Background: an optimization exercise with open tools, aiming at small area and a short achievable clock period. Do not read the settings as production practice.
Where RTL was checked, it was by simulation tests only, not by an equivalence proof against the original.

==> inputs of 06-11 <==
Design iir_variable_filter, start of the top module:
module iir_variable_filter (
    input  wire               clk,
    input  wire               reset_n,
    input  wire        [8:0]  filter_index,
    input  wire signed [15:0] data_in,
    output wire signed [31:0] data_out
);
clock: 15.0 ns
lec_check: 0
cap_margin: 20
core_margin: 2
core_utilization: 60
setup_slack_margin: 5
slew_margin: 20
synth_hierarchical: 1
standard.sh (not shown) runs the stock make flow with config.mk's settings and CLKGATE_MAP_FILE= SYNTH_SCRIPT=/design/flow/synth_recipe.tcl, a recipe that flattens the netlist after the stock synthesis.
==> flow/flow/run.sh <==
#!/bin/bash
set -euo pipefail
bash standard.sh SETUP_SLACK_MARGIN=6.5 finish > flow_make.log 2>&1
==> 02-15: changes against 06-11 <==
==> flow/run.sh (new file) <==
#!/bin/bash
# synth_recipe.tcl (not shown) runs the flow's synth.tcl, then flattens the netlist and writes it again
# the make line also repeats each setting of config.mk as NAME=value (left out here)
make -C /OpenROAD-flow-scripts/flow DESIGN_CONFIG=/design/flow/config.mk WORK_HOME=/design/flow/orfs CLKGATE_MAP_FILE= SYNTH_SCRIPT=/design/flow/synth_recipe.tcl finish
--- a/flow/config.mk
+++ b/flow/config.mk
@@ -8,5 +8,5 @@
 export CAP_MARGIN = 20
 export CORE_MARGIN = 2
-export CORE_UTILIZATION = 60
+export CORE_UTILIZATION = 40
 export SETUP_SLACK_MARGIN = 5
 export SLEW_MARGIN = 20
removed: flow/flow/run.sh
removed: flow/standard.sh
==> comparison <==
06-11 completed without violations. 02-15 finished clean. Against 06-11, the clock skew of 02-15 is higher by 0.0043 ns. Against 02-15, the cell count of 06-11 is smaller by about 8%. Between 06-11 and 02-15, the lower wire length is in 02-15 (gap 9.6%, measured against 02-15). Of 06-11 and 02-15, 06-11 has the higher core utilization (gap 24 points). In 06-11 the cell area is larger than in 02-15, by about 1.3%. Synthesized cell count is the same in 02-15 and 06-11. Worst setup slack: 02-15 is better than 06-11 (0.10 ns).
No run of this note included a check of the RTL's function; only the layout flow was run.

---

==> build 65: inputs <==
Another version of the RTL of iir_variable_filter (not shown whole).
clock: 15.0 ns
lec_check: 0
cap_margin: 20
core_margin: 2
core_utilization: 50
cts_buf_list: sky130_fd_sc_hd__clkbuf_8 sky130_fd_sc_hd__clkbuf_16
setup_slack_margin: 4
slew_margin: 20
synth_hierarchical: 1
tns_end_percent: 0
==> flow/flow/run.sh <==
#!/bin/bash
# The standard layout (standard.sh: the standard flow's synthesis and ORFS flow, unchanged), except that the
# port buffers are the platform's smallest buffer (buffer_ports -buffer_cell) instead of the
# delay cell the resizer picks by default. make's full output goes to flow_make.log; ORFS keeps
# each step's own log under orfs/logs/.
set -euo pipefail
bash standard.sh "BUFFER_PORTS_ARGS=-buffer_cell sky130_fd_sc_hd__buf_1" finish > flow_make.log 2>&1
==> inputs of build 42, as changes to build 65 <==
Settings changed: CTS_BUF_LIST sky130_fd_sc_hd__clkbuf_8 sky130_fd_sc_hd__clkbuf_16 to sky130_fd_sc_hd__clkbuf_8, SETUP_SLACK_MARGIN 4 to 5, TNS_END_PERCENT 0 to unset.
==> inputs of trial 22, as changes to build 65 <==
==> flow/flow/run.sh (replaced) <==
#!/bin/bash
# The standard layout (standard.sh: the standard flow's synthesis and ORFS flow, unchanged), except that the
# port buffers are the platform's smallest buffer (buffer_ports -buffer_cell) instead of the
# delay cell the resizer picks by default, and repair_timing aims for 6 ns of setup slack. make's full output goes to flow_make.log; ORFS keeps
# each step's own log under orfs/logs/.
set -euo pipefail
bash standard.sh "BUFFER_PORTS_ARGS=-buffer_cell sky130_fd_sc_hd__buf_1" SETUP_SLACK_MARGIN=6 finish > flow_make.log 2>&1
Settings changed: ABC_AREA set to 1, SETUP_SLACK_MARGIN 4 to 5.
==> comparison <==
Of build 42 and build 65, build 42 has the higher clock skew (gap 1.5 ps).
The lowest via count belongs to build 65, the highest to trial 22.
Non-clock buffer count: build 65 is lower than build 42 (83).
In trial 22 the final area is larger than in build 42, by 7.3%.
In synthesized cell count, build 65 and build 42 do not differ.
Critical path depth, highest first: trial 22, build 42, build 65.
Wire length: build 65 < build 42 < trial 22.

==> afterwards: timing with drivers on the ports <==
No port has a modelled driver above. Below, the same layouts with a new extraction and two added sets of constraints. Step 1 sets driving cells, clkbuf_16 on the clock port and buf_2 on the other inputs (assumed; they add their load-dependent delay and slew). Step 2, shift: input delay + t, output delay - t, t = (earliest + latest rising clock arrival at the registers) / 2. This alone moves slack from input paths to output paths. Slacks: ideal ports / drivers / drivers and shift; pairs: ideal ports / drivers.
| run | t, ns | setup slack, ns | worst setup path at the end | worst data-port slew with drivers (ns) | pins driven straight from the clock port |
|---|---|---|---|---|---|
| 06-11 | 0.538 | 4.809 / 4.833 / 4.295 | input to register | 0.16 | 1 |
| 02-15 | 0.552 | 4.913 / 4.932 / 4.380 | input to register | 0.05 | 1 |
| build 65 | 0.566 | 4.202 / 4.239 / 3.673 | input to register | 0.08 | 1 |
| build 42 | 0.652 | 4.968 / 4.969 / 4.317 | input to register | 0.08 | 1 |
| trial 22 | 0.580 | 5.688 / 5.672 / 5.093 | input to register | 0.08 | 1 |
After both steps setup and hold are still met in every run listed. The setup slack of build 42, which loses most, moves by +0.001 ns with the drivers and by -0.651 ns with both steps.
